This design comes from an exercise in tuning for small area, a short achievable clock period and few clock cycles on the open sky130 flow, not from production work.
Function was checked by simulation only, so behaviour that the tests miss may differ from the original.

==> flow/design.v (outline; a module is shown in full before it is edited, if it fits) <==
// module van_der_pol_simple: 74 lines
// module vdp_mul: 2814 lines
module van_der_pol_simple(
    input wire clk,
    input wire rst,
    input wire start,
    input wire [31:0] x_init,
    input wire [31:0] u_init,
    input wire [31:0] dt,
    input wire [31:0] mu,
    input wire [31:0] t_max,
    output wire [31:0] x_out,
    output wire [31:0] u_out,
    output wire [31:0] t_out,
    output reg done,
    output reg valid
);
  // ...
==> flow/run.sh <==
#!/bin/bash
# synth_recipe.tcl (not shown) runs the flow's synth.tcl, then flattens the netlist and writes it again
# the make line also repeats each setting of config.mk as NAME=value (left out here)
make -C /OpenROAD-flow-scripts/flow DESIGN_CONFIG=/design/flow/config.mk WORK_HOME=/design/flow/orfs CLKGATE_MAP_FILE= SYNTH_SCRIPT=/design/flow/synth_recipe.tcl finish
==> flow/config.mk <==
export PLATFORM = sky130hd
export DESIGN_NAME = van_der_pol_simple
export DESIGN_NICKNAME = van_der_pol_simple
export VERILOG_FILES = /design/flow/design.v
export SDC_FILE = /design/flow/constraint.sdc
export NUM_CORES = 4
export LEC_CHECK = 0
export CAP_MARGIN = 20
export CORE_MARGIN = 2
export CORE_UTILIZATION = 40
export SLEW_MARGIN = 20
==> flow/constraint.sdc <==
create_clock -name core_clock -period 40.0 [get_ports {clk}]
set_input_delay 8.0000 -clock core_clock [delete_from_list [all_inputs] [get_ports {clk}]]
set_output_delay 8.0000 -clock core_clock [all_outputs]
set_load 0.01 [all_outputs]
==> summary.txt, run 1 <==
* Status: timing/DRC/antenna clean
* Crit. End Element: primary output
* Non-clock buffers at 356
* Final Slew Violations at 0
* WP depth at 1
* Syn_nets at 4512
* CTS root buf: clkbuf_16
* HP Start: t[0]
* Layer with the highest usage: met2
* Seq/Total Area, Yosys at 14.0%
* Final Setup Violations at 0
* Vias at 30300
* Top class by area: multi-input combinational cells
* CTS resizes at 0
* Initial antenna violation count at 2
* FP Rows at 106
* Dpl ws at 30830 ps
* Crit-path cells: clkdlybuf4s50_1
* Required @ worst endpoint at 32000 ps
* Yosys reg bits at 201
* Dpl hpwl at 92.6 mm
* Top cell family by delay on the critical path: buffers and inverters
* GR Util met3 at 7.12%
* Inverter count at 253
* Most frequent cells in the layout: fa_1 (416), a22oi_1 (362), xor2_1 (326)
* CTS tree: built
* Clock buf/inv share at 1.86%
* Area delta synth->final at 13.3%
* Routed Antenna Nets at 0
* Worst Skew at 35.6 ps
* Worst Setup Slack, final at 30340 ps
* H-Tree Depth at 1
* Post-synth top cells: fa_1 (416), a22oi_1 (362), xor2_1 (350)
* Synth Area in Adders at 32.1%
* Worst hold endpoint: t[0]
* Multi-In Gates at 2965
* Share of synthesized area spent on multiplexers at 0.844%
* Drt first pass iters at 6
* Storage cell area at 0.00472 mm2
* Dpl cells at 4855
* Xor/xnor cell area share of the yosys netlist at 15.5%
Testbench counts, summed over its fixed seeds: cycles 104,057.
==> run 2: changes to the inputs <==
==> flow/flow/run.sh (new file) <==
#!/bin/bash
set -euo pipefail
export BUFFER_PORTS_ARGS="-buffer_cell sky130_fd_sc_hd__buf_4"
export SETUP_SLACK_MARGIN=31
bash standard.sh > standard.log 2>&1
==> flow/standard.sh (new file) <==
#!/bin/bash
# synth_recipe.tcl (not shown) runs the flow's synth.tcl, then flattens the netlist and writes it again
# the make line also repeats each setting of config.mk as NAME=value (left out here)
make -C /OpenROAD-flow-scripts/flow DESIGN_CONFIG=/design/flow/config.mk WORK_HOME=/design/flow/orfs CLKGATE_MAP_FILE= SYNTH_SCRIPT=/design/flow/synth_recipe.tcl "${@:-finish}"
removed: flow/run.sh
==> run 2 against run 1 <==
Critical endpoint is now u_out[10]. Synthesized cell count unchanged. Still clean on timing, DRC and antenna. Global-route usage shrank 0.10 points. Critical path depth unchanged. Die area did not move.
==> summary.txt, run 2 <==
* Status: timing/DRC/antenna clean (unchanged)
* Crit. End Element: primary output (unchanged)
* Die Wd at 293 um (unchanged)
* CP arrival at 1190 ps (was 1660 ps)
* Buffers & Inverters on Critical Path at 1 (unchanged)
* Starting Density at 40.2% (unchanged)
* Most frequent cells in the layout: fa_1 (416), buf_4 (381), a22oi_1 (362) (was fa_1 (416), a22oi_1 (362), xor2_1 (326))
* Most common cell in the netlist: fa_1 (unchanged)
* Vias at 30700 (was 30300)
* Asr flop ratio synth at 3.98% (unchanged)
* Crit start category: register (unchanged)
* Drt total wl at 133 mm (about the same)
* Crit-path cells: buf_6 (was clkdlybuf4s50_1)
* Clock-pin slew on the worst setup and hold paths at 70 ps (about the same)
* Synth top area share at 24.9% (unchanged)
* Post-Syn Instances at 3778 (unchanged)
* Ys Warns at 1 (unchanged)
* Peak Freq at 109 MHz (was 104 MHz)
* GRT Residual Overflow at 0 (unchanged)
* Util after Layout at 46.4% (was 45.6%)
* Largest net degree at the start of global routing at 67 (unchanged)
* Routed Antenna Nets at 0 (unchanged)
* Vias per inst at 6.11 (was 6.19)
* Dpl hpwl at 92.9 mm (was 92.6 mm)
* Final hold viol count at 0 (unchanged)
* Required @ worst endpoint at 32000 ps (about the same)
* Worst Skew at 34.8 ps (was 35.6 ps)
* CTS root buf: clkbuf_16 (unchanged)
* Reg2Reg Setup Slack at 31410 ps (was 30780 ps)
* Synth Area per Inst at 8.87 um2 (unchanged)
* Post-synth top cells: fa_1 (416), a22oi_1 (362), xor2_1 (350) (unchanged)
* Post-synth EDFFs at 64 (unchanged)
* Commonest non-fill, non-tap cell in the layout: fa_1 (unchanged)
* RSZ-0062 raised after global routing: yes (was no)
* Yosys reg bits at 201 (unchanged)
* Primary FF master, synth: dfxtp_1 (unchanged)
* Final Setup Violations at 0 (unchanged)
* Initial antenna violation count at 2 (unchanged)
* H-Tree Depth at 1 (unchanged)
* Final Slew Violations at 0 (unchanged)
* Max Cap Viol at 0 (unchanged)
* Share of layout cells above drive strength 1 at 15.7% (was 5.40%)
* Tcrit/Tclk final at 23.0% (was 24.1%)
* Crit path time final at 9190 ps (was 9660 ps)
* Drt first pass iters at 6 (unchanged)
* Slew headroom at 31.3% (was 23.1%)
* I/O Buffers at 260 (unchanged)
* DR WL/cell at 26.5 um (was 27.1 um)
* DRC violations left at 0 (unchanged)
* Layout Nets at 4654 (was 4532)
* Top cell family by delay on the critical path: flip-flops (was buffers and inverters)
* DIE HEIGHT at 293 um (unchanged)
* Top cells by area, synth: fa_1 (25%), xor2_1 (9.1%), a22oi_1 (8.1%) (unchanged)
* CTS tree: built (unchanged)
* CTS sink cnt at 201 (unchanged)
* Vias in the first global route at 31000 (was 30600)
* Die area at 0.0861 mm2 (unchanged)
* CP max stage delay at 490 ps (was 610 ps)
* GP Congestion at 0.956 (was 0.950)
* Io pins at 261 (unchanged)
* Worst-Skew Late Latency at 530 ps (was 540 ps)
* Total track usage at 30.5% (was 30.6%)
* Post-synthesis cell area at 0.0335 mm2 (unchanged)
* Post-synth cell types at 78 (unchanged)
* Longest Clk Path Bufs at 3 (unchanged)
* Syn_nets at 4512 (unchanged)
* FP Rows at 106 (unchanged)
* Antenna diodes at 0 (unchanged)
* Critical path peak fanout at 3 (was 9)
* Setup CP Type: register to primary output (unchanged)
* Total negative slack at 0 ps (unchanged)
* Area leader, netlist: fa_1 (unchanged)
* Seq/Total Area, Yosys at 14.0% (unchanged)
* Cts bufs inserted at 20 (was 21)
* DR iter-0 viols at 3480 (was 3407)
* Slew at the pin closest to its max-slew limit at 1020 ps (was 1150 ps)
* Global-route wire length before repair at 199 mm (was 200 mm)
* Core area at 0.0833 mm2 (unchanged)
* Hold WC Path Type: register to register (unchanged)
* Area delta synth->final at 15.5% (was 13.3%)
* Fillers at 8037 (was 8104)
* Slowest cell on the critical path: edfxtp_1 (was clkdlybuf4s50_1)
-- run 2: what timing repair did --
action	CTS	global route
endpoints found under the setup margin	98	119
gates resized for setup	128	14
hold buffers	0	0
setup buffers	91	28
pin swaps	0	0
-- run 2: path summary, 6_finish.rpt --
kind	startpoint	cells past startpoint	to
min reg2reg	ge	2	done
min	ge	2	done
max	u[10]	1	u_out[10]
max reg2reg	ph[0]	19	x[29]
max in group asynchronous	rst	2	ph[2]
min in group asynchronous	rst	2	valid
-- run 2: logic make-up after synthesis --
kind of cell | share of synthesized area (%)
compound gates | 22.0
fa+ha+maj | 32.1
mux | 0.844
buf+inv | 6.89
flops | 14.0
xor+xnor | 15.5
simple gates | 8.58
-- run 2: area by class of cell --
class | count | area (um2) | area share, %
well taps | 1080 | 1350 | 3.49
clock inverters | 7 | 70.1 | 0.181
clock buffers | 29 | 618 | 1.60
flip-flops and latches | 201 | 4790 | 12.4
inverters | 253 | 952 | 2.46
multi-input cells | 2965 | 26900 | 69.5
repair buffers | 479 | 4000 | 10.3
-- run 2: per-layer routing --
layer  vias up  part of all wire [%]  GRT usage (%)
li1      13300                     -              -
met3       356                    11           6.91
met5         -                 0.021              0
met2      1861                    45           48.1
met4         4                   4.7           12.0
met1     15100                    39           40.6
-- run 2: stage by stage --
step / std cells / instance area [um2] / setup slack [ps] / hold slack, ps
final: 5014 / 38700 / 30810 / 484
after global routing: 5014 / 38700 / 30800 / 532
after CTS: 4986 / 38400 / 30800 / 485
after detailed placement: 4859 / 36700 / 31150 / 469
after global placement: 4857 / 36600 / 30760 / 469
after floorplan: 3778 / 33500 / 31510 / 441
==> module van_der_pol_simple, before the edit <==
module van_der_pol_simple(
    input wire clk,
    input wire rst,
    input wire start,
    input wire [31:0] x_init,
    input wire [31:0] u_init,
    input wire [31:0] dt,
    input wire [31:0] mu,
    input wire [31:0] t_max,
    output wire [31:0] x_out,
    output wire [31:0] u_out,
    output wire [31:0] t_out,
    output reg done,
    output reg valid
);
    reg [31:0] x, u, t;
    reg [31:0] a, b;
    reg [31:0] tm_r;
    reg [4:0] ph;
    reg run;
    reg ge;
    assign x_out = x;
    assign u_out = u;
    assign t_out = t;
    wire [31:0] add_hi = ph[0] ? 32'h00010000 : ph[2] ? ~x : ph[3] ? u : ph[4] ? x : 32'd0;
    wire [15:0] add_lo = {16{ph[0]}};
    wire [31:0] r;
    vdp_mul mul (
        .a(a), .b(b), .neg(ph[0]), .add({add_hi, add_lo}), .cin(ph[2]), .r(r)
    );
    wire idle = ~run & ~done;
    wire [31:0] t_next = t + b;
    always @(posedge clk) begin
        tm_r <= t_max;
        if (idle) begin
            a <= x_init;
            b <= x_init;
        end else begin
            a <= ph[0] ? mu : (ph[1] | ph[3]) ? u : r;
            b <= (ph[2] | ph[3]) ? dt : r;
        end
        if (idle) begin
            x <= x_init;
            u <= u_init;
            t <= 32'd0;
        end else if (run) begin
            if (ph[3]) u <= r;
            if (ph[4]) begin
                x <= r;
                t <= t_next;
            end
        end
    end
    always @(posedge clk) ge <= t_next >= tm_r;
    wire tz = tm_r == 32'd0;
    always @(posedge clk or posedge rst) begin
        if (rst) begin
            ph <= 5'b00001;
            run <= 1'b0;
            done <= 1'b0;
            valid <= 1'b0;
        end else if (idle) begin
            ph <= 5'b00001;
            run <= start;
        end else if (run) begin
            ph <= {ph[3:0], ph[4]};
            valid <= ph[0] & ~tz;
            if ((ph[0] & tz) | (ph[4] & ge)) begin
                run <= 1'b0;
                done <= 1'b1;
            end
        end
    end
endmodule
==> run 3: changes to the inputs <==
--- a/flow/design.v
+++ b/flow/design.v
@@ -14,57 +14,64 @@
     output reg valid
 );
-    reg [31:0] x, u, t;
-    reg [31:0] a, b;
+    reg [31:0] xc, xn, u, t;
+    reg [31:0] a1, b1, a2, b2;
     reg [31:0] tm_r;
-    reg [4:0] ph;
+    reg [4:0] c;
     reg run;
-    reg ge;
-    assign x_out = x;
+    assign x_out = xc;
     assign u_out = u;
     assign t_out = t;
-    wire [31:0] add_hi = ph[0] ? 32'h00010000 : ph[2] ? ~x : ph[3] ? u : ph[4] ? x : 32'd0;
-    wire [15:0] add_lo = {16{ph[0]}};
-    wire [31:0] r;
-    vdp_mul mul (
-        .a(a), .b(b), .neg(ph[0]), .add({add_hi, add_lo}), .cin(ph[2]), .r(r)
+    wire [31:0] add1 = c[0] ? 32'h00010000 : c[2] ? ~xc : c[3] ? u : c[4] ? xc : 32'd0;
+    wire [31:0] add2 = c[2] ? 32'h00010000 : c[4] ? ~xc : c[0] ? u : c[1] ? xc : 32'd0;
+    wire [31:0] r1, r2;
+    vdp_mul mul1 (
+        .a(a1), .b(b1), .neg(c[0]), .add({add1, {16{c[0]}}}), .cin(c[2]), .r(r1)
+    );
+    vdp_mul mul2 (
+        .a(a2), .b(b2), .neg(c[2]), .add({add2, {16{c[2]}}}), .cin(c[4]), .r(r2)
     );
     wire idle = ~run & ~done;
-    wire [31:0] t_next = t + b;
+    wire [31:0] t_next = t + (c[3] ? b1 : b2);
+    wire last = t_next >= tm_r;
     always @(posedge clk) begin
         tm_r <= t_max;
         if (idle) begin
-            a <= x_init;
-            b <= x_init;
+            a1 <= x_init;
+            b1 <= x_init;
+            a2 <= 32'd0;
+            b2 <= 32'd0;
         end else begin
-            a <= ph[0] ? mu : (ph[1] | ph[3]) ? u : r;
-            b <= (ph[2] | ph[3]) ? dt : r;
+            a1 <= c[0] ? mu : c[1] ? u : r1;
+            b1 <= (c[2] | c[3]) ? dt : r1;
+            a2 <= c[2] ? mu : c[3] ? r1 : r2;
+            b2 <= (c[4] | c[0]) ? dt : r2;
         end
         if (idle) begin
-            x <= x_init;
+            xc <= x_init;
+            xn <= x_init;
             u <= u_init;
             t <= 32'd0;
         end else if (run) begin
-            if (ph[3]) u <= r;
-            if (ph[4]) begin
-                x <= r;
-                t <= t_next;
-            end
+            if (c[1]) xn <= r2;
+            if (c[4]) xn <= r1;
+            if (c[0] | c[2]) xc <= xn;
+            if (c[0]) u <= r2;
+            if (c[3]) u <= r1;
+            if (c[0] | c[3]) t <= t_next;
         end
     end
-    always @(posedge clk) ge <= t_next >= tm_r;
-    wire tz = tm_r == 32'd0;
     always @(posedge clk or posedge rst) begin
         if (rst) begin
-            ph <= 5'b00001;
+            c <= 5'b00001;
             run <= 1'b0;
             done <= 1'b0;
             valid <= 1'b0;
         end else if (idle) begin
-            ph <= 5'b00001;
+            c <= 5'b00001;
             run <= start;
         end else if (run) begin
-            ph <= {ph[3:0], ph[4]};
-            valid <= ph[0] & ~tz;
-            if ((ph[0] & tz) | (ph[4] & ge)) begin
+            c <= {c[3:0], c[4]};
+            valid <= (c[0] | c[3]) & ~last;
+            if ((c[0] | c[3]) & last) begin
                 run <= 1'b0;
                 done <= 1'b1;
==> run 3 against run 2 <==
Routed wire length increased by 120%. Hold slack improved by 11 ps. Via count is 92% higher. Synthesized cell count grew 90%. Cell count up 83%. Critical path depth did not move. Cell area grew 78%. Sequential share of layout area is 2.2 points lower.
==> summary.txt, run 3 <==
* Status: timing/DRC/antenna clean (unchanged)
* DRC violations left at 0 (unchanged)
* Slowest cell on the critical path: edfxtp_1 (unchanged)
* Setup CP Type: register to primary output (unchanged)
* GP Congestion at 1.03 (was 0.956)
* I/O Buffers at 260 (unchanged)
* Final Slew Violations at 0 (unchanged)
* Post-Syn Instances at 7188 (was 3778)
* Post-synth top cells: fa_1 (831), a22oi_1 (727), clkbuf_1 (641) (was fa_1 (416), a22oi_1 (362), xor2_1 (350))
* Io pins at 261 (unchanged)
* Starting Density at 40.3% (was 40.2%)
* Most common cell in the netlist: fa_1 (unchanged)
* Top cells by area, synth: fa_1 (27%), a22oi_1 (8.8%), xnor2_1 (8.3%) (was fa_1 (25%), xor2_1 (9.1%), a22oi_1 (8.1%))
* Area leader, netlist: fa_1 (unchanged)
* Dpl hpwl at 204 mm (was 92.9 mm)
* WP depth at 1 (unchanged)
* CP arrival at 1370 ps (was 1190 ps)
* Post-synthesis cell area at 0.0620 mm2 (was 0.0335 mm2)
* Vias at 59000 (was 30700)
* Crit-path cells: buf_6 (unchanged)
* Post-synth EDFFs at 96 (was 64)
* Slew at the pin closest to its max-slew limit at 1070 ps (was 1020 ps)
* Ys Warns at 1 (unchanged)
* Worst-Skew Late Latency at 570 ps (was 530 ps)
* Tcrit/Tclk final at 23.4% (was 23.0%)
* Area delta synth->final at 11.3% (was 15.5%)
* Dpl ws at 30560 ps (was 31150 ps)
* CTS tree: built (unchanged)
* FP Rows at 144 (was 106)
* Initial antenna violation count at 22 (was 2)
* Total track usage at 36.2% (was 30.5%)
* Critical path peak fanout at 2 (was 3)
* Drt first pass iters at 6 (unchanged)
* Buffers & Inverters on Critical Path at 1 (unchanged)
* Crit path time final at 9370 ps (was 9190 ps)
* Die Wd at 398 um (was 293 um)
* CTS sink cnt at 296 (was 201)
* DR iter-0 viols at 8162 (was 3480)
* DIE HEIGHT at 398 um (was 293 um)
* Vias per inst at 6.42 (was 6.11)
* Top cell family by delay on the critical path: flip-flops (unchanged)
* Synth Area per Inst at 8.63 um2 (was 8.87 um2)
* Worst r2r src: c[2] (was ph[0])
* Largest net degree at the start of global routing at 90 (was 67)
* Drt total wl at 294 mm (was 133 mm)
* Seq/Total Area, Yosys at 11.2% (was 14.0%)
* Worst Setup Slack, final at 30630 ps (was 30810 ps)
* Total negative slack at 0 ps (unchanged)
* Final Setup Violations at 0 (unchanged)
* RSZ-0062 raised after global routing: yes (unchanged)
* Setup crit start: u[31] (was u[10])
* Clock-pin slew on the worst setup and hold paths at 60 ps (was 70 ps)
* Vias in the first global route at 57800 (was 31000)
* Final hold viol count at 0 (unchanged)
* Longest Clk Path Bufs at 3 (unchanged)
* Yosys reg bits at 296 (was 201)
* Die area at 0.158 mm2 (was 0.0861 mm2)
* HP Start: xn[19] (was ge)
* Global-route wire length before repair at 418 mm (was 199 mm)
* Crit start category: register (unchanged)
* CTS root buf: clkbuf_16 (unchanged)
* Slew headroom at 28.5% (was 31.3%)
* Layout Nets at 8338 (was 4654)
* DR WL/cell at 32.0 um (was 26.5 um)
* Syn_nets at 8429 (was 4512)
* Routed Antenna Nets at 0 (unchanged)
* Worst Skew at 30.5 ps (was 34.8 ps)
* Max Cap Viol at 0 (unchanged)
* Asr flop ratio synth at 2.70% (was 3.98%)
* Most frequent cells in the layout: fa_1 (831), a22oi_1 (727), xnor2_1 (583) (was fa_1 (416), buf_4 (381), a22oi_1 (362))
* CP max stage delay at 580 ps (was 490 ps)
* Synth top area share at 26.8% (was 24.9%)
* Peak Freq at 107 MHz (was 109 MHz)
* R2R depth at 21 (was 19)
* Hold WC Path Type: register to register (unchanged)
* Hold Path Cell Cnt at 2 (unchanged)
* Commonest non-fill, non-tap cell in the layout: fa_1 (unchanged)
* Post-synth cell types at 82 (was 78)
* Cts bufs inserted at 35 (was 20)
* Required @ worst endpoint at 32000 ps (about the same)
* Crit. End Element: primary output (unchanged)
* Hold slack at 495 ps (was 484 ps)
* Primary FF master, synth: dfxtp_1 (unchanged)
* Core area at 0.154 mm2 (was 0.0833 mm2)
* H-Tree Depth at 2 (was 1)
* GRT Residual Overflow at 0 (unchanged)
* Share of layout cells above drive strength 1 at 12.4% (was 15.7%)
run 3: worst paths after layout:
check                       endpoint  slack, ps
min reg2reg                   xc[19]        500
min                           xc[19]        500
max reg2reg                   a2[22]      31220
max                        u_out[31]      30630
max in group asynchronous       c[4]      32250
min in group asynchronous      valid       7430
run 3: layer usage:
layer | part of all wire, % | routed length [um] | vias up | track usage, %
met3 | 14 | 41100 | 891 | 12.4
met2 | 42 | 125000 | 4349 | 53.2
li1 | - | - | 24400 | -
met5 | 0.035 | 103 | - | 0
met1 | 38 | 110000 | 29300 | 47.1
met4 | 6.0 | 17600 | 16 | 18.1
run 3: final cells by class:
cell class | instances | area [um2]
clock inverter | 14 | 145
tap | 2044 | 2560
multi-input combinational | 5664 | 51200
sequential | 296 | 7040
clock buffer | 49 | 998
timing repair buffer | 611 | 5150
antenna | 13 | 32.5
inverter | 489 | 1840
fill | 15100 | 85100
run 3: cells by family (layout without fill, tap and decap cells):
logic type	Yosys count	count (layout)	share of synthesized area, %
multiplexers	79	79	1.35
AO/OA/AOI/OAI	2086	2086	22.0
XOR/XNOR	1114	1114	15.8
other	0	13	0
adder cells (fa/ha/maj)	1168	1168	33.3
buffers and inverters	1228	1163	7.47
flip-flops	296	296	11.2
AND/OR/NAND/NOR	1217	1217	8.96
run 3: per-stage QoR:
step	cell area [um2]	instances	util, %
final	69000	9180	44.8
after floorplan	62000	7188	-
after global placement	66100	8969	42.9
after detailed placement	66100	8969	42.9
after CTS	68700	9148	44.6
after global routing	69000	9171	44.8
run 3: repair_timing:
action / 4_1_cts / 5_1_grt
endpoints found under the hold margin: 0 / 0
gates cloned: 0 / 1
hold buffers: 0 / 0
resized for setup: 166 / 14
setup buffers: 116 / 18
endpoints found under the setup margin: 129 / 194
pin swaps: 1 / 2
Testbench counts of run 3, summed over its fixed seeds: cycles 52,364.
==> run 4: changes to the inputs <==
--- a/flow/design.v
+++ b/flow/design.v
@@ -14,5 +14,5 @@
     output reg valid
 );
-    reg [31:0] xc, xn, u, t;
+    reg [31:0] xc, u, t;
     reg [31:0] a1, b1, a2, b2;
     reg [31:0] tm_r;
@@ -49,11 +49,9 @@
         if (idle) begin
             xc <= x_init;
-            xn <= x_init;
             u <= u_init;
             t <= 32'd0;
         end else if (run) begin
-            if (c[1]) xn <= r2;
-            if (c[4]) xn <= r1;
-            if (c[0] | c[2]) xc <= xn;
+            if (c[0]) xc <= b1;
+            if (c[2]) xc <= b2;
             if (c[0]) u <= r2;
             if (c[3]) u <= r1;
==> run 4 against run 3 <==
Synthesized area decreased by 1.4%. Count of clock-buffer cells in the layout fell by 15. Die area decreased by 1.3%. Synthesized cell count shrank 0.81%. Fmax shrank 0.72%. Sequential share of layout area down 1.2 points. Clock skew up 2.2 ps. Critical path depth stayed put. Global-route usage down 0.90 points.
==> summary.txt, run 4 <==
* Slew at the pin closest to its max-slew limit at 1190 ps (was 1070 ps)
* Die area at 0.156 mm2 (was 0.158 mm2)
* Buffers & Inverters on Critical Path at 1 (unchanged)
* Grt met2 use at 50.2% (was 53.2%)
* Post-synth EDFFs at 64 (was 96)
* Drt first pass iters at 7 (was 6)
* Fillers at 14800 (was 15100)
* Max Cap Viol at 0 (unchanged)
* I/O Buffers at 260 (unchanged)
* Status: timing/DRC/antenna clean (unchanged)
* Vias at 58200 (was 59000)
* GR Util met3 at 11.8% (was 12.4%)
* Die Wd at 395 um (was 398 um)
* Layer with the highest usage: met2 (unchanged)
* Peak Freq at 106 MHz (was 107 MHz)
* Crit path time final at 9430 ps (was 9370 ps)
* Final Slew Violations at 0 (unchanged)
* Post-synth cell types at 82 (unchanged)
* DR WL/cell at 31.1 um (was 32.0 um)
* Slowest cell on the critical path: edfxtp_1 (unchanged)
* Slew headroom at 20.3% (was 28.5%)
* Commonest non-fill, non-tap cell in the layout: fa_1 (unchanged)
* Clock-pin slew on the worst setup and hold paths at 70 ps (was 60 ps)
* Yosys reg bits at 264 (was 296)
* GP Congestion at 0.961 (was 1.03)
* CTS sink cnt at 264 (was 296)
* Reg2Reg Setup Slack at 31180 ps (was 31220 ps)
* Required @ worst endpoint at 32000 ps (about the same)
* Hold Path Cell Cnt at 2 (unchanged)
* Worst r2r src: c[0] (was c[2])
* Final hold viol count at 0 (unchanged)
* Vias in the first global route at 57000 (was 57800)
* Dpl ws at 30280 ps (was 30560 ps)
* Hold WC Path Type: register to register (unchanged)
* Starting Density at 40.3% (about the same)
* Dpl hpwl at 199 mm (was 204 mm)
* Synth Area per Inst at 8.58 um2 (was 8.63 um2)
* Asr flop ratio synth at 3.03% (was 2.70%)
* Total track usage at 35.3% (was 36.2%)
* Syn_nets at 8371 (was 8429)
* Routed Antenna Nets at 0 (unchanged)
* DR iter-0 viols at 8017 (was 8162)
* Top cells by area, synth: fa_1 (27%), a22oi_1 (8.6%), xnor2_1 (8.5%) (was fa_1 (27%), a22oi_1 (8.8%), xnor2_1 (8.3%))
* FP Rows at 143 (was 144)
* Hold slack at 579 ps (was 495 ps)
* Seq/Total Area, Yosys at 9.75% (was 11.2%)
* Worst hold endpoint: t[30] (was xc[19])
* Met1 GRT Util at 46.9% (was 47.1%)
* Worst Setup Slack, final at 30570 ps (was 30630 ps)
* Largest net degree at the start of global routing at 178 (was 90)
* Cts bufs inserted at 29 (was 35)
* Top cell family by delay on the critical path: flip-flops (unchanged)
* Longest Clk Path Bufs at 3 (unchanged)
* DIE HEIGHT at 395 um (was 398 um)
* Setup CP Type: register to primary output (unchanged)
* CP arrival at 1430 ps (was 1370 ps)
* Share of layout cells above drive strength 1 at 12.1% (was 12.4%)
* Worst-Skew Late Latency at 640 ps (was 570 ps)
* Area delta synth->final at 10.7% (was 11.3%)
* Ys Warns at 1 (unchanged)
* Io pins at 261 (unchanged)
* Primary FF master, synth: dfxtp_1 (unchanged)
* Crit start category: register (unchanged)
* CTS root buf: clkbuf_16 (unchanged)
* Global-route wire length before repair at 408 mm (was 418 mm)
* Total negative slack at 0 ps (unchanged)
* Final Setup Violations at 0 (unchanged)
* Drt total wl at 282 mm (was 294 mm)
* Util after Layout at 44.6% (was 44.8%)
* Worst Skew at 32.7 ps (was 30.5 ps)
* RSZ-0062 raised after global routing: yes (unchanged)
* CP max stage delay at 580 ps (about the same)
* Post-synth top cells: fa_1 (831), a22oi_1 (701), clkbuf_1 (628) (was fa_1 (831), a22oi_1 (727), clkbuf_1 (641))
* Synth top area share at 27.2% (was 26.8%)
* Post-Syn Instances at 7130 (was 7188)
* Post-synthesis cell area at 0.0612 mm2 (was 0.0620 mm2)
* DRC violations left at 0 (unchanged)
* Crit. End Element: primary output (unchanged)
* Most common cell in the netlist: fa_1 (unchanged)
* Initial antenna violation count at 10 (was 22)
* Layout Nets at 8252 (was 8338)
* Vias per inst at 6.41 (was 6.42)
* Final Non-Filler Cells at 9067 (was 9180)
* RR Endpoint: u[29] (was a2[22])
* Critical path peak fanout at 2 (unchanged)
* R2R depth at 22 (was 21)
* Area leader, netlist: fa_1 (unchanged)
* GRT Residual Overflow at 0 (unchanged)
* Most frequent cells in the layout: fa_1 (831), a22oi_1 (701), xnor2_1 (596) (was fa_1 (831), a22oi_1 (727), xnor2_1 (583))
* Tcrit/Tclk final at 23.6% (was 23.4%)
* Core area at 0.152 mm2 (was 0.154 mm2)
* Dpl cells at 8869 (was 8969)
* CTS tree: built (unchanged)
* HP Start: t[30] (was xn[19])
* Crit-path cells: buf_6 (unchanged)
* H-Tree Depth at 1 (was 2)
run 4: cell types whose count changed after synthesis, sizes merged, moves of 23 or more:
cell / delta
mux2i: +24
buf: +25
nand2: -97
o21ai: -23
a21oi: +74
nand3: -41
nor2: +26
edfxtp: -32
a22oi: -26
run 4: logic make-up after synthesis:
kind of cell | synth area share [%]
AOI/OAI and AO/OA | 22.1
muxes | 1.67
xor gates and xnor gates | 16.4
buffers and inverters | 7.71
adders and majority gates | 34.0
and+or+nand+nor | 8.32
DFF | 9.75
run 4: final cells by class:
| class | count | area, um2 | area share [%] |
|---|---|---|---|
| flip-flops and latches | 264 | 6070 | 8.96 |
| clock inverters | 20 | 215 | 0.318 |
| well taps | 2030 | 2540 | 3.75 |
| repair buffers | 601 | 5120 | 7.56 |
| diodes | 3 | 7.51 | 0.0111 |
| multi-input cells | 5622 | 51200 | 75.5 |
| clock buffers | 34 | 754 | 1.11 |
| inverters | 493 | 1860 | 2.74 |
run 4: worst max path at each step:
stage,startpoint,end,slack [ps],cells past startpoint
finish,xc[22],x_out[22],30570,1
global placement,c[0],u[29],30280,22
detailed placement,c[0],u[29],30280,22
CTS,u[17],u_out[17],30610,1
global route,xc[22],x_out[22],30570,1
floorplan,u_init[24],u[24],31510,2
run 4: metal layers:
layer | part of all wire (%) | up-vias | wire (um)
met1 | 38 | 28900 | 108000
met5 | 0.028 | - | 80
met2 | 41 | 4234 | 117000
li1 | - | 24100 | -
met4 | 6.8 | 14 | 19300
met3 | 14 | 903 | 38600
run 4: per-stage QoR:
| stage | instance area (um2) |
|---|---|
| final | 67700 |
| after global routing | 67700 |
| after CTS | 67400 |
| after detailed placement | 65000 |
| after global placement | 65000 |
| after floorplan | 61200 |
run 4: repair_timing:
item | CTS | global route
hold buffers | 0 | 0
cloned | 1 | 0
buffers inserted | 117 | 22
pin swaps | 0 | 1
resized for setup | 158 | 29
setup endpoints to repair | 151 | 145
Testbench counts of run 4, summed over its fixed seeds: cycles 52,364.
==> run 5: changes to the inputs <==
--- a/flow/config.mk
+++ b/flow/config.mk
@@ -6,6 +6,6 @@
 export NUM_CORES = 4
 export LEC_CHECK = 0
-export CAP_MARGIN = 20
+export CAP_MARGIN = 0
 export CORE_MARGIN = 2
 export CORE_UTILIZATION = 40
-export SLEW_MARGIN = 20
+export SLEW_MARGIN = 0
==> run 5 against run 4 <==
Still clean on timing, DRC and antenna. Sequential share of layout area is essentially flat. First-iteration DRC count increased by 2.2%. Register-to-register slack is essentially flat. Non-clock buffer count down 1.
==> summary.txt, run 5 <==
* Slew at the pin closest to its max-slew limit at 1270 ps (was 1190 ps)
* Critical path peak fanout at 2 (unchanged)
* Vias per inst at 6.44 (was 6.41)
* Initial antenna violation count at 11 (was 10)
* Setup CP Type: register to primary output (unchanged)
* Crit-path cells: buf_6 (unchanged)
* Buffers & Inverters on Critical Path at 1 (unchanged)
* I/O Buffers at 260 (unchanged)
* Die Wd at 395 um (unchanged)
* Share of layout cells above drive strength 1 at 12.0% (was 12.1%)
* Routed Antenna Nets at 0 (unchanged)
* Top cell family by delay on the critical path: flip-flops (unchanged)
* FP Rows at 143 (unchanged)
* H-Tree Depth at 1 (unchanged)
* Yosys reg bits at 264 (unchanged)
* Synth Area per Inst at 8.58 um2 (unchanged)
* Vias in the first global route at 57000 (unchanged)
* Post-synth top cells: fa_1 (831), a22oi_1 (701), clkbuf_1 (628) (unchanged)
* GP Congestion at 0.961 (unchanged)
* Crit start category: register (unchanged)
* Total track usage at 35.3% (unchanged)
* Final Setup Violations at 0 (unchanged)
* CTS tree: built (unchanged)
* Most common cell in the netlist: fa_1 (unchanged)
* Global-route wire length before repair at 408 mm (unchanged)
* CP arrival at 1440 ps (was 1430 ps)
* Drt first pass iters at 10 (was 7)
* Required @ worst endpoint at 32000 ps (about the same)
* Max Cap Viol at 0 (unchanged)
* Total negative slack at 0 ps (unchanged)
* Core area at 0.152 mm2 (unchanged)
* Longest Clk Path Bufs at 3 (unchanged)
* CTS sink cnt at 264 (unchanged)
* Asr flop ratio synth at 3.03% (unchanged)
* Slew headroom at 15.7% (was 20.3%)
* CTS root buf: clkbuf_16 (unchanged)
* CP max stage delay at 590 ps (was 580 ps)
* Dpl ws at 30280 ps (unchanged)
* Final hold viol count at 0 (unchanged)
* Post-synth EDFFs at 64 (unchanged)
* DR iter-0 viols at 8191 (was 8017)
* Die area at 0.156 mm2 (unchanged)
* Cts bufs inserted at 29 (unchanged)
* Dpl hpwl at 199 mm (unchanged)
* Vias at 58400 (was 58200)
* Layout Nets at 8251 (was 8252)
* Worst Skew at 31.1 ps (was 32.7 ps)
* Worst-Skew Late Latency at 640 ps (about the same)
* Drt total wl at 282 mm (about the same)
* Seq/Total Area, Yosys at 9.75% (unchanged)
* DR WL/cell at 31.1 um (about the same)
* DRC violations left at 0 (unchanged)
* Starting Density at 40.3% (unchanged)
* Crit path time final at 9440 ps (was 9430 ps)
* Area leader, netlist: fa_1 (unchanged)
* Post-synthesis cell area at 0.0612 mm2 (unchanged)
* Worst Setup Slack, final at 30560 ps (was 30570 ps)
* Most frequent cells in the layout: fa_1 (831), a22oi_1 (701), xnor2_1 (596) (unchanged)
* Cts-stage hold buffer count at 0 (unchanged)
* Synth top area share at 27.2% (unchanged)
* Final Slew Violations at 0 (unchanged)
* Top cells by area, synth: fa_1 (27%), a22oi_1 (8.6%), xnor2_1 (8.5%) (unchanged)
* GRT Residual Overflow at 0 (unchanged)
* Syn_nets at 8371 (unchanged)
* Peak Freq at 106 MHz (about the same)
* Crit. End Element: primary output (unchanged)
* Area delta synth->final at 10.7% (about the same)
* Slowest cell on the critical path: edfxtp_1 (unchanged)
* Post-synth cell types at 82 (unchanged)
* DIE HEIGHT at 395 um (unchanged)
* Io pins at 261 (unchanged)
* Primary FF master, synth: dfxtp_1 (unchanged)
* Commonest non-fill, non-tap cell in the layout: fa_1 (unchanged)
* Status: timing/DRC/antenna clean (unchanged)
* Hold WC Path Type: register to register (unchanged)
* Largest net degree at the start of global routing at 178 (unchanged)
* RSZ-0062 raised after global routing: yes (unchanged)
* Ys Warns at 1 (unchanged)
* Reg2Reg Setup Slack at 31170 ps (was 31180 ps)
* Post-Syn Instances at 7130 (unchanged)
* Clock-pin slew on the worst setup and hold paths at 70 ps (about the same)
* Tcrit/Tclk final at 23.6% (about the same)
run 5: cell count changes in the layout (fill, tap and decap cells not counted), sizes merged:
cell,delta
diode,-1
buf,-1
run 5: cell type report:
class | count | area [um2]
repair buffers | 600 | 5100
multi-input cells | 5622 | 51200
clock buffers | 34 | 754
fillers | 14800 | 84200
clock inverters | 20 | 215
flip-flops and latches | 264 | 6070
well taps | 2030 | 2540
diodes | 2 | 5.00
inverters | 493 | 1860
run 5: final timing paths:
| path | from | to | cells past startpoint |
|---|---|---|---|
| setup reg to reg | c[0] | u[29] | 22 |
| hold / removal | t[30] | t[30] | 2 |
| min in group asynchronous | rst | c[2] | 2 |
| max in group asynchronous | rst | c[3] | 2 |
| hold reg to reg | t[30] | t[30] | 2 |
| setup / recovery | xc[22] | x_out[22] | 1 |
run 5: cells by family after synthesis:
kind of cell | share of synthesized area [%]
AO/OA/AOI/OAI | 22.1
adder cells (fa/ha/maj) | 34.0
XOR/XNOR | 16.4
flip-flops | 9.75
buffers and inverters | 7.71
AND/OR/NAND/NOR | 8.32
multiplexers | 1.67
run 5: what timing repair did:
| action | in CTS | in global routing |
|---|---|---|
| setup endpoints to repair | 151 | 146 |
| gates resized for setup | 158 | 29 |
| setup buffers | 117 | 22 |
| cloned | 1 | 0 |
| pin swaps | 0 | 1 |
| hold endpoints to repair | 0 | 0 |
run 5: metal layers:
metal  up-vias  wire length (um)  GRT usage [%]
met5         -                92              0
met4        16             19600           19.5
met3       984             39500           11.8
met2      4421            116000           50.2
met1     28900            107000           46.9
li1      24100                 -              -
run 5: through the flow:
stage	std cells	util (%)	instance area (um2)	hold slack [ps]
finish	9065	44.6	67700	579
global route	9063	44.6	67700	599
detailed placement	8869	42.8	65000	475
CTS	9041	44.4	67400	579
floorplan	7130	-	61200	490
global placement	8869	42.8	65000	472
==> run 6: changes to the inputs <==
==> flow/flow/run.sh (replaced) <==
#!/bin/bash
set -euo pipefail
export BUFFER_PORTS_ARGS="-buffer_cell sky130_fd_sc_hd__buf_1"
export SETUP_SLACK_MARGIN=30.6
bash standard.sh > standard.log 2>&1
--- a/flow/config.mk
+++ b/flow/config.mk
@@ -6,6 +6,6 @@
 export NUM_CORES = 4
 export LEC_CHECK = 0
-export CAP_MARGIN = 0
+export CAP_MARGIN = 20
 export CORE_MARGIN = 2
-export CORE_UTILIZATION = 40
-export SLEW_MARGIN = 0
+export CORE_UTILIZATION = 65
+export SLEW_MARGIN = 20
==> run 6 against run 5 <==
Cell count down 9.9%. Highest routed layer unchanged. Largest cell class unchanged. Synthesized cell count unchanged. Critical path type unchanged. Clock skew decreased by 6.6 ps. Global-route usage rose by 17 points.
==> summary.txt, run 6 <==
* Worst Skew at 24.5 ps (was 31.1 ps)
* Post-synthesis cell area at 0.0612 mm2 (unchanged)
* Util after Layout at 69.0% (was 44.6%)
* Global-route wire length before repair at 378 mm (was 408 mm)
* Cts bufs inserted at 29 (unchanged)
* CTS sink cnt at 264 (unchanged)
* Primary FF master, synth: dfxtp_1 (unchanged)
* Seq/Total Area, Yosys at 9.75% (unchanged)
* Post-DP Area at 0.0630 mm2 (was 0.0650 mm2)
* Final Slew Violations at 0 (unchanged)
* Drt total wl at 259 mm (was 282 mm)
* Io pins at 261 (unchanged)
* Post-synth EDFFs at 64 (unchanged)
* CTS tree: built (unchanged)
* Crit path time final at 9430 ps (was 9440 ps)
* Area leader, netlist: fa_1 (unchanged)
* Final hold viol count at 0 (unchanged)
* Starting Density at 65.5% (was 40.3%)
* H-Tree Depth at 1 (unchanged)
* Core area at 0.0933 mm2 (was 0.152 mm2)
* Post-synth top cells: fa_1 (831), a22oi_1 (701), clkbuf_1 (628) (unchanged)
* Top cells by area, synth: fa_1 (27%), a22oi_1 (8.6%), xnor2_1 (8.5%) (unchanged)
* Clock-pin slew on the worst setup and hold paths at 70 ps (about the same)
* Max Cap Viol at 0 (unchanged)
* Total negative slack at 0 ps (unchanged)
* Ys Warns at 1 (unchanged)
* Crit-path cells: buf_1 (was buf_6)
* Largest net degree at the start of global routing at 98 (was 178)
* Drt first pass iters at 9 (was 10)
* Crit. End Element: primary output (unchanged)
* DR iter-0 viols at 10600 (was 8191)
* Hold WC Path Type: register to register (unchanged)
* Vias in the first global route at 57100 (was 57000)
* Vias per inst at 7.22 (was 6.44)
* CP arrival at 1430 ps (was 1440 ps)
* Initial antenna violation count at 16 (was 11)
* Worst-Skew Late Latency at 600 ps (was 640 ps)
* Slew at the pin closest to its max-slew limit at 1250 ps (was 1270 ps)
* Dpl hpwl at 182 mm (was 199 mm)
* Hold Path Cell Cnt at 2 (unchanged)
* Finished layout cell area at 0.0644 mm2 (was 0.0677 mm2)
* Die area at 0.0966 mm2 (was 0.156 mm2)
* I/O Buffers at 260 (unchanged)
* Most common cell in the netlist: fa_1 (unchanged)
* WP depth at 1 (unchanged)
* Synth top area share at 27.2% (unchanged)
* Layout Nets at 8130 (was 8251)
* Required @ worst endpoint at 32000 ps (about the same)
* GRT Residual Overflow at 0 (unchanged)
* Area delta synth->final at 5.24% (was 10.7%)
* Top cell family by delay on the critical path: flip-flops (unchanged)
* Vias at 59000 (was 58400)
* CP max stage delay at 640 ps (was 590 ps)
* Slew headroom at 15.9% (was 15.7%)
* DRC violations left at 0 (unchanged)
* Status: timing/DRC/antenna clean (unchanged)
* Peak Freq at 106 MHz (about the same)
* Yosys reg bits at 264 (unchanged)
* Reg2Reg Setup Slack at 30860 ps (was 31170 ps)
* Critical path peak fanout at 6 (was 2)
* GR Util met3 at 23.8% (was 11.8%)
* Met1 GRT Util at 66.4% (was 46.9%)
* Commonest non-fill, non-tap cell in the layout: fa_1 (unchanged)
* Synth Area per Inst at 8.58 um2 (unchanged)
* Crit start category: register (unchanged)
* Longest Clk Path Bufs at 3 (unchanged)
* DIE HEIGHT at 311 um (was 395 um)
* DR WL/cell at 31.7 um (was 31.1 um)
* Routed Antenna Nets at 0 (unchanged)
* Setup CP Type: register to primary output (unchanged)
* Final Setup Violations at 0 (unchanged)
* Buffers & Inverters on Critical Path at 1 (unchanged)
* Syn_nets at 8371 (unchanged)
* GP Congestion at 1.10 (was 0.961)
* Post-Syn Instances at 7130 (unchanged)
* Asr flop ratio synth at 3.03% (unchanged)
* FP Rows at 112 (was 143)
* Final Non-Filler Cells at 8171 (was 9065)
* Post-synth cell types at 82 (unchanged)
* Total track usage at 52.3% (was 35.3%)
* RSZ-0062 raised after global routing: no (was yes)
* Dpl cells at 8090 (was 8869)
* Fillers at 7745 (was 14800)
* Share of layout cells above drive strength 1 at 6.29% (was 12.0%)
* Layer with the highest usage: met2 (unchanged)
* CTS root buf: clkbuf_16 (unchanged)
* Die Wd at 311 um (was 395 um)
* Slowest cell on the critical path: edfxtp_1 (unchanged)
* Tcrit/Tclk final at 23.6% (about the same)
* Grt met2 use at 73.1% (was 50.2%)
* Most frequent cells in the layout: fa_1 (831), a22oi_1 (701), xnor2_1 (596) (unchanged)
* R2R depth at 22 (unchanged)
==> run 6: layer usage <==
metal  vias up  wire length (um)
li1      23800                 -
met5         -               165
met2      5630            104000
met1     28100             87400
met3      1426             46600
met4        20             20400
==> run 6: final timing paths <==
kind                             start        end
worst max-delay path            xc[11]  x_out[11]
worst min-delay path              t[7]       t[7]
worst max register to register    c[2]      u[29]
worst min register to register    t[7]       t[7]
max in group asynchronous          rst       c[3]
min in group asynchronous          rst        run
==> run 6: final cells by class <==
| class | instances | area (um2) | area share (%) |
|---|---|---|---|
| multi-input cells | 5622 | 51200 | 79.5 |
| flip-flops and latches | 264 | 6000 | 9.32 |
| repair buffers | 479 | 2690 | 4.17 |
| inverters | 493 | 1860 | 2.90 |
| well taps | 1254 | 1570 | 2.44 |
| clock buffers | 41 | 916 | 1.42 |
| clock inverters | 13 | 160 | 0.249 |
| diodes | 5 | 12.5 | 0.0194 |
==> run 6: repair_timing <==
item	CTS	global route
resized for setup	6	18
hold buffers	0	0
setup endpoints to repair	43	71
pin swaps	0	2
setup buffers	5	17
cloned	0	0
==> run 6: cell families (layout without fill, tap and decap cells) <==
kind of cell               count (synthesis)  in the layout  synth area share, %
other                                      0              5                    0
and+or+nand+nor                         1106           1106                 8.32
DFF                                      264            264                 9.75
adders and majority gates               1187           1187                 34.0
xor gates and xnor gates                1142           1142                 16.4
muxes                                     98             98                 1.67
buffers and inverters                   1244           1026                 7.71
AOI/OAI and AO/OA                       2089           2089                 22.1
==> run 6: per-stage QoR <==
| stage | worst slack [ps] | hold slack (ps) |
|---|---|---|
| 6_report | 30570 | 488 |
| 3_5_place_dp | 30090 | 476 |
| 2_1_floorplan | 31510 | 490 |
| 3_3_place_gp | 30230 | 463 |
| 5_1_grt | 30610 | 503 |
| 4_1_cts | 30490 | 487 |
==> run 7: changes to the inputs <==
--- a/flow/config.mk
+++ b/flow/config.mk
@@ -8,4 +8,4 @@
 export CAP_MARGIN = 20
 export CORE_MARGIN = 2
-export CORE_UTILIZATION = 65
+export CORE_UTILIZATION = 40
 export SLEW_MARGIN = 20
==> run 7 against run 6 <==
Largest cell class unchanged. Still clean on timing, DRC and antenna. Core utilization down 26 points. Critical path depth stayed put. Critical path type unchanged.
==> summary.txt, run 7 <==
* Total track usage at 34.7% (was 52.3%)
* Worst Skew at 46.5 ps (was 24.5 ps)
* Area leader, netlist: fa_1 (unchanged)
* Tcrit/Tclk final at 23.6% (about the same)
* Area delta synth->final at 6.89% (was 5.24%)
* Routed Antenna Nets at 0 (unchanged)
* Post-synthesis cell area at 0.0612 mm2 (unchanged)
* Die Wd at 395 um (was 311 um)
* Core area at 0.152 mm2 (was 0.0933 mm2)
* Vias at 58000 (was 59000)
* Storage cell area at 0.00600 mm2 (about the same)
* Final hold viol count at 0 (unchanged)
* Cts-stage hold buffer count at 0 (unchanged)
* Post-synth top cells: fa_1 (831), a22oi_1 (701), clkbuf_1 (628) (unchanged)
* Vias per inst at 6.48 (was 7.22)
* Multi-input logic area at 0.0512 mm2 (about the same)
* Fillers at 15000 (was 7745)
* Required @ worst endpoint at 32000 ps (about the same)
* RR Endpoint: u[27] (was u[29])
* GRT Residual Overflow at 0 (unchanged)
* Critical path peak fanout at 4 (was 6)
* Grt met2 use at 49.0% (was 73.1%)
* Post-synth cell types at 82 (unchanged)
* Setup CP Type: register to primary output (unchanged)
* Max Cap Viol at 0 (unchanged)
* Synth Area per Inst at 8.58 um2 (unchanged)
* Drt first pass iters at 9 (unchanged)
* Layout Nets at 8138 (was 8130)
* Crit start category: register (unchanged)
* CP arrival at 1430 ps (about the same)
* Clock-pin slew on the worst setup and hold paths at 70 ps (about the same)
* CTS sink cnt at 264 (unchanged)
* DR iter-0 viols at 8634 (was 10600)
* Synth top area share at 27.2% (unchanged)
* DR WL/cell at 31.1 um (was 31.7 um)
* HP Start: t[29] (was t[7])
* FP Rows at 143 (was 112)
* Yosys reg bits at 264 (unchanged)
* Largest net degree at the start of global routing at 96 (was 98)
* Hold Path Cell Cnt at 2 (unchanged)
* Drt total wl at 278 mm (was 259 mm)
* Seq/Total Area, Yosys at 9.75% (unchanged)
* Peak Freq at 106 MHz (about the same)
* Share of synthesized area spent on multiplexers at 1.67% (unchanged)
* Io pins at 261 (unchanged)
* Vias in the first global route at 57100 (about the same)
* Crit path time final at 9430 ps (about the same)
* H-Tree Depth at 1 (unchanged)
* Commonest non-fill, non-tap cell in the layout: fa_1 (unchanged)
* Reg2Reg Setup Slack at 30780 ps (was 30860 ps)
* Xor/xnor cell area share of the yosys netlist at 16.4% (unchanged)
* Starting Density at 40.3% (was 65.5%)
* Longest Clk Path Bufs at 3 (unchanged)
* Largest family of logic cells by synthesized area: adder cells (unchanged)
* Ys Warns at 1 (unchanged)
* CTS root buf: clkbuf_16 (unchanged)
* Worst-Skew Late Latency at 620 ps (was 600 ps)
* Syn_nets at 8371 (unchanged)
* Met1 GRT Util at 45.8% (was 66.4%)
* Slew at the pin closest to its max-slew limit at 1130 ps (was 1250 ps)
* Dpl hpwl at 194 mm (was 182 mm)
* Total negative slack at 0 ps (unchanged)
* Crit. End Element: primary output (unchanged)
* GR Util met3 at 11.8% (was 23.8%)
* Global-route wire length before repair at 401 mm (was 378 mm)
* Top cells by area, synth: fa_1 (27%), a22oi_1 (8.6%), xnor2_1 (8.5%) (unchanged)
* Buffers & Inverters on Critical Path at 1 (unchanged)
* Worst hold endpoint: t[29] (was t[7])
* Status: timing/DRC/antenna clean (unchanged)
* Share of layout cells above drive strength 1 at 6.56% (was 6.29%)
* RSZ-0062 raised after global routing: yes (was no)
* DIE HEIGHT at 395 um (was 311 um)
* CP max stage delay at 550 ps (was 640 ps)
* Layer with the highest usage: met2 (unchanged)
* Most frequent cells in the layout: fa_1 (831), a22oi_1 (701), xnor2_1 (596) (unchanged)
* Simple-Gate Fraction of Synth Area at 8.32% (unchanged)
* Post-synth EDFFs at 64 (unchanged)
* CTS tree: built (unchanged)
* GP Congestion at 0.990 (was 1.10)
* Slew headroom at 24.1% (was 15.9%)
* Cts bufs inserted at 27 (was 29)
* Slowest cell on the critical path: edfxtp_1 (unchanged)
* Post-Syn Instances at 7130 (unchanged)
* Asr flop ratio synth at 3.03% (unchanged)
* Worst r2r src: c[0] (was c[2])
* Synth Area in Adders at 34.0% (unchanged)
* Post-synthesis compound-gate area fraction at 22.1% (unchanged)
* R2R depth at 22 (unchanged)
* Crit-path cells: buf_2 (was buf_1)
* DRC violations left at 0 (unchanged)
* Final Slew Violations at 0 (unchanged)
* Initial antenna violation count at 28 (was 16)
* Final Setup Violations at 0 (unchanged)
* Die area at 0.156 mm2 (was 0.0966 mm2)
* Most common cell in the netlist: fa_1 (unchanged)
* Hold WC Path Type: register to register (unchanged)
* Primary FF master, synth: dfxtp_1 (unchanged)
* Top cell family by delay on the critical path: flip-flops (unchanged)
* I/O Buffers at 260 (unchanged)
## run 7: cell counts after synthesis
No cell type changed its count.
## run 7: through the flow
step / cells / instance area [um2] / util (%) / setup slack [ps] / hold WS (ps)
floorplan: 7130 / 61200 / - / 31510 / 490
global placement: 8867 / 64000 / 42.2 / 30420 / 478
detailed placement: 8867 / 64100 / 42.2 / 30280 / 477
CTS: 8937 / 65200 / 42.9 / 30600 / 487
global route: 8951 / 65400 / 43.0 / 30580 / 507
finish: 8953 / 65400 / 43.0 / 30570 / 489
## run 7: worst max path at each step
| stage | startpoint | endpoint | slack, ps | depth (start not counted) |
|---|---|---|---|---|
| 4_1_cts | xc[27] | x_out[27] | 30600 | 1 |
| 6_report | u[30] | u_out[30] | 30570 | 1 |
| 3_3_place_gp | c[2] | u[16] | 30420 | 24 |
| 2_1_floorplan | u_init[24] | u[24] | 31510 | 2 |
| 3_5_place_dp | c[2] | u[20] | 30280 | 24 |
| 5_1_grt | c[0] | u[27] | 30580 | 22 |
## run 7: cells by family (layout without fill, tap and decap cells)
group,count (synthesis),in the layout
DFF,264,264
muxes,98,98
other,0,5
and+or+nand+nor,1106,1106
buffers and inverters,1244,1032
AOI/OAI and AO/OA,2089,2089
xor gates and xnor gates,1142,1142
adders and majority gates,1187,1187
## run 7: cell type report
class	instances	share of cell area [%]
Sequential cell	264	9.18
Timing Repair Buffer	489	4.34
Clock inverter	15	0.339
Inverter	493	2.84
Multi-Input combinational cell	5622	78.3
Antenna cell	5	0.0191
Tap cell	2030	3.88
Clock buffer	35	1.11
## run 7: worst min-delay path, cell delays in order, from the launching register on
cell and delay [ps]:
dfxtp_1 330, nand3_1 70, nand2_1 50
## run 7: routing by layer
layer  vias to the layer above  part of all wire, %
li1                      23900                    -
met1                     28600                   38
met2                      4410                   41
met3                      1076                   14
met4                        42                  7.3
met5                         -                 0.10
## run 7: timing repair
| item | in CTS | in global routing |
|---|---|---|
| pin swaps | 0 | 1 |
| setup endpoints to repair | 40 | 61 |
| setup buffers | 20 | 10 |
| gates resized for setup | 12 | 14 |
==> run 8: changes to the inputs <==
--- a/flow/config.mk
+++ b/flow/config.mk
@@ -6,4 +6,5 @@
 export NUM_CORES = 4
 export LEC_CHECK = 0
+export ABC_AREA = 1
 export CAP_MARGIN = 20
 export CORE_MARGIN = 2
==> run 8 against run 7 <==
Still clean on timing, DRC and antenna. Sequential share of layout area is 0.45 points higher. Global-route usage is 5.2 points higher. Clock skew is 30 ps lower. Routed wire length is 7.6% higher. Core utilization is 0.19 points higher. Die area is 5.3% lower. Via count is 0.42% lower. Synthesized cell count is 1.7% higher. Sequential cell count stayed put. Register-to-register slack worse by 60 ps. Fmax is 0.22% higher. Non-clock buffer count is 32 lower. Largest cell class unchanged. Highest routed layer unchanged.
==> summary.txt, run 8 <==
* Status: timing/DRC/antenna clean (unchanged)
* Slowest cell on the critical path: edfxtp_1 (unchanged)
* RR Endpoint: u[31] (was u[27])
* Post-synth top cells: nand2_1 (986), xor2_1 (951), inv_1 (935) (was fa_1 (831), a22oi_1 (701), clkbuf_1 (628))
* R2R depth at 26 (was 22)
* Most frequent cells in the layout: nand2_1 (986), xor2_1 (949), inv_1 (926) (was fa_1 (831), a22oi_1 (701), xnor2_1 (596))
* Final Slew Violations at 0 (unchanged)
* Cts-stage hold buffer count at 0 (unchanged)
* Total track usage at 39.9% (was 34.7%)
* Post-Syn Instances at 7254 (was 7130)
* WP depth at 1 (unchanged)
* Top cells by area, synth: fa_1 (29%), xor2_1 (14%), o22ai_1 (9.4%) (was fa_1 (27%), a22oi_1 (8.6%), xnor2_1 (8.5%))
* Asr flop ratio synth at 3.03% (unchanged)
* Reg2Reg Setup Slack at 30720 ps (was 30780 ps)
* Area delta synth->final at 7.25% (was 6.89%)
* Post-synthesis cell area at 0.0579 mm2 (was 0.0612 mm2)
* Crit path time final at 9410 ps (was 9430 ps)
* Longest Clk Path Bufs at 3 (unchanged)
* Hold WC Path Type: register to register (unchanged)
* Cts bufs inserted at 35 (was 27)
* Total negative slack at 0 ps (unchanged)
* Buffers & Inverters on Critical Path at 1 (unchanged)
* CP arrival at 1410 ps (was 1430 ps)
* DIE HEIGHT at 385 um (was 395 um)
* Required @ worst endpoint at 32000 ps (about the same)
* Io pins at 261 (unchanged)
* Die Wd at 385 um (was 395 um)
* Drt first pass iters at 20 (was 9)
* Final hold viol count at 0 (unchanged)
* Layout Nets at 8473 (was 8138)
* Dpl ws at 30550 ps (was 30280 ps)
* Peak Freq at 106 MHz (about the same)
* DRC violations left at 0 (unchanged)
* CP Capture Point: u_out[10] (was u_out[30])
* Area leader, netlist: fa_1 (unchanged)
* Drt total wl at 300 mm (was 278 mm)
* CP max stage delay at 630 ps (was 550 ps)
* Share of layout cells above drive strength 1 at 5.32% (was 6.56%)
* Final Non-Filler Cells at 9172 (was 8953)
* Slew at the pin closest to its max-slew limit at 1350 ps (was 1130 ps)
* Setup CP Type: register to primary output (unchanged)
* Clock-pin slew on the worst setup and hold paths at 60 ps (was 70 ps)
* Max Cap Viol at 0 (unchanged)
* Crit. End Element: primary output (unchanged)
* GP Congestion at 1.09 (was 0.990)
* Starting Density at 40.3% (about the same)
* Worst Skew at 16.5 ps (was 46.5 ps)
* Synth top area share at 28.7% (was 27.2%)
* Initial antenna violation count at 26 (was 28)
* Core area at 0.144 mm2 (was 0.152 mm2)
* CTS root buf: clkbuf_16 (unchanged)
* Tcrit/Tclk final at 23.5% (was 23.6%)
* Top cell family by delay on the critical path: flip-flops (unchanged)
* Worst-Skew Late Latency at 580 ps (was 620 ps)
* Dpl cells at 9087 (was 8867)
* Hold slack at 494 ps (was 489 ps)
* Vias at 57700 (was 58000)
* CTS sink cnt at 264 (unchanged)
* Most common cell in the netlist: nand2_1 (was fa_1)
* Worst r2r src: c[2] (was c[0])
* Primary FF master, synth: dfxtp_1 (unchanged)
* Setup crit start: u[10] (was u[30])
* Largest net degree at the start of global routing at 100 (was 96)
* I/O Buffers at 260 (unchanged)
* Vias in the first global route at 57500 (was 57100)
* Storage cell area at 0.00598 mm2 (was 0.00600 mm2)
* Seq/Total Area, Yosys at 10.3% (was 9.75%)
* FP Rows at 139 (was 143)
* Die area at 0.148 mm2 (was 0.156 mm2)
* Multi-input logic area at 0.0463 mm2 (was 0.0512 mm2)
* GRT Residual Overflow at 0 (unchanged)
* Fillers at 14800 (was 15000)
* Global-route wire length before repair at 424 mm (was 401 mm)
* Vias per inst at 6.30 (was 6.48)
* Post-synth cell types at 64 (was 82)
* DR WL/cell at 32.7 um (was 31.1 um)
* Critical path peak fanout at 4 (unchanged)
* Routed Antenna Nets at 0 (unchanged)
* Crit-path cells: buf_1 (was buf_2)
* RSZ-0062 raised after global routing: yes (unchanged)
* DR iter-0 viols at 8540 (was 8634)
* Final Setup Violations at 0 (unchanged)
* Worst Setup Slack, final at 30590 ps (was 30570 ps)
* Commonest non-fill, non-tap cell in the layout: nand2_1 (was fa_1)
* Yosys reg bits at 264 (unchanged)
* Slew headroom at 8.92% (was 24.1%)
* Syn_nets at 8495 (was 8371)
* Ys Warns at 1 (unchanged)
* H-Tree Depth at 2 (was 1)
* CTS tree: built (unchanged)
* Crit start category: register (unchanged)
* Synth Area per Inst at 7.98 um2 (was 8.58 um2)
* Post-synth EDFFs at 64 (unchanged)
* Dpl hpwl at 225 mm (was 194 mm)
[run 8: cell count changes after synthesis, sizes merged, moves of 69 or more]
cell	previous run	this run
a21oi	573	303
inv	493	963
xor2	545	962
nand3	72	178
nor2b	117	0
nor2	221	374
nand2	484	996
o22ai	127	867
maj3	109	0
a22oi	701	0
clkbuf	631	398
xnor2	596	34
nand2b	69	0
[run 8: cell families after synthesis]
group / after synthesis / synth area share (%)
AO/OA/AOI/OAI: 1773 / 18.4
AND/OR/NAND/NOR: 1645 / 11.6
buffers and inverters: 1497 / 10.1
adder cells (fa/ha/maj): 1078 / 34.1
XOR/XNOR: 996 / 15.5
flip-flops: 264 / 10.3
multiplexers: 1 / 0.0173
[run 8: area by class of cell]
| type | count | share of cell area, % |
|---|---|---|
| Timing Repair Buffer | 457 | 4.04 |
| Inverter | 981 | 5.99 |
| Multi-Input combinational cell | 5493 | 74.5 |
| Sequential cell | 264 | 9.63 |
| Clock buffer | 46 | 1.61 |
| Antenna cell | 10 | 0.0403 |
| Clock inverter | 18 | 0.357 |
| Tap cell | 1903 | 3.83 |
[run 8: what timing repair did]
item / CTS / global route
pin swaps: 1 / 0
setup buffers: 5 / 4
gates resized for setup: 4 / 9
endpoints found under the setup margin: 8 / 22
[run 8: worst min path at each step]
stage,start,to,slack [ps],cells after the start
after floorplan,t[26],t[26],490,2
after global placement,t[30],t[30],480,2
after detailed placement,t[30],t[30],490,2
after CTS,t[30],t[30],500,2
after global routing,t[30],t[30],530,2
final,t[30],t[30],490,2
[run 8: metal layers]
layer,routed length [um],track usage (%)
met3,44500,17.3
met2,123000,57.5
met5,272,0
met4,19600,20.6
met1,112000,50.3
[run 8: per-stage QoR]
stage          instance area, um2  utilization (%)
6_report                    62100             43.2
3_3_place_gp                60700             42.3
4_1_cts                     62000             43.2
2_1_floorplan               57900                -
3_5_place_dp                60700             42.3
5_1_grt                     62100             43.2

## port drivers added, routing unchanged
Ports are ideal in the flow. The routed layouts listed here were re-timed in OpenROAD. Step 1, drivers: a clkbuf_16 drives clk and a buf_2 each remaining input, both assumed. Step 2 moves the port delays by t, midway between the first and last clock arrival at a register: inputs arrive t later, outputs are due t later. That takes back most of the time a late clock gives input paths. Three values: ideal ports, drivers, drivers and shift; two values: the first two.
run	t (ns)	slack for setup (ns)	worst setup path at the end	latest minus earliest clock arrival (ns)	pins driven straight from the clock port
run 1	0.573	30.344 / 30.288 / 30.776	register to register	0.036 / 0.036	1
run 2	0.571	30.815 / 30.761 / 31.126	input to register	0.035 / 0.035	1
run 3	0.611	30.635 / 30.577 / 31.011	input to register	0.030 / 0.031	1
run 4	0.691	30.567 / 30.500 / 30.814	input to register	0.033 / 0.033	1
run 5	0.689	30.562 / 30.495 / 30.815	input to register	0.031 / 0.031	1
run 6	0.653	30.566 / 30.502 / 30.855	input to register	0.025 / 0.025	1
run 7	0.663	30.568 / 30.505 / 30.780	register to register	0.047 / 0.047	1
run 8	0.630	30.588 / 30.529 / 30.721	register to register	0.017 / 0.016	1
After both steps setup and hold are still met in every run listed.
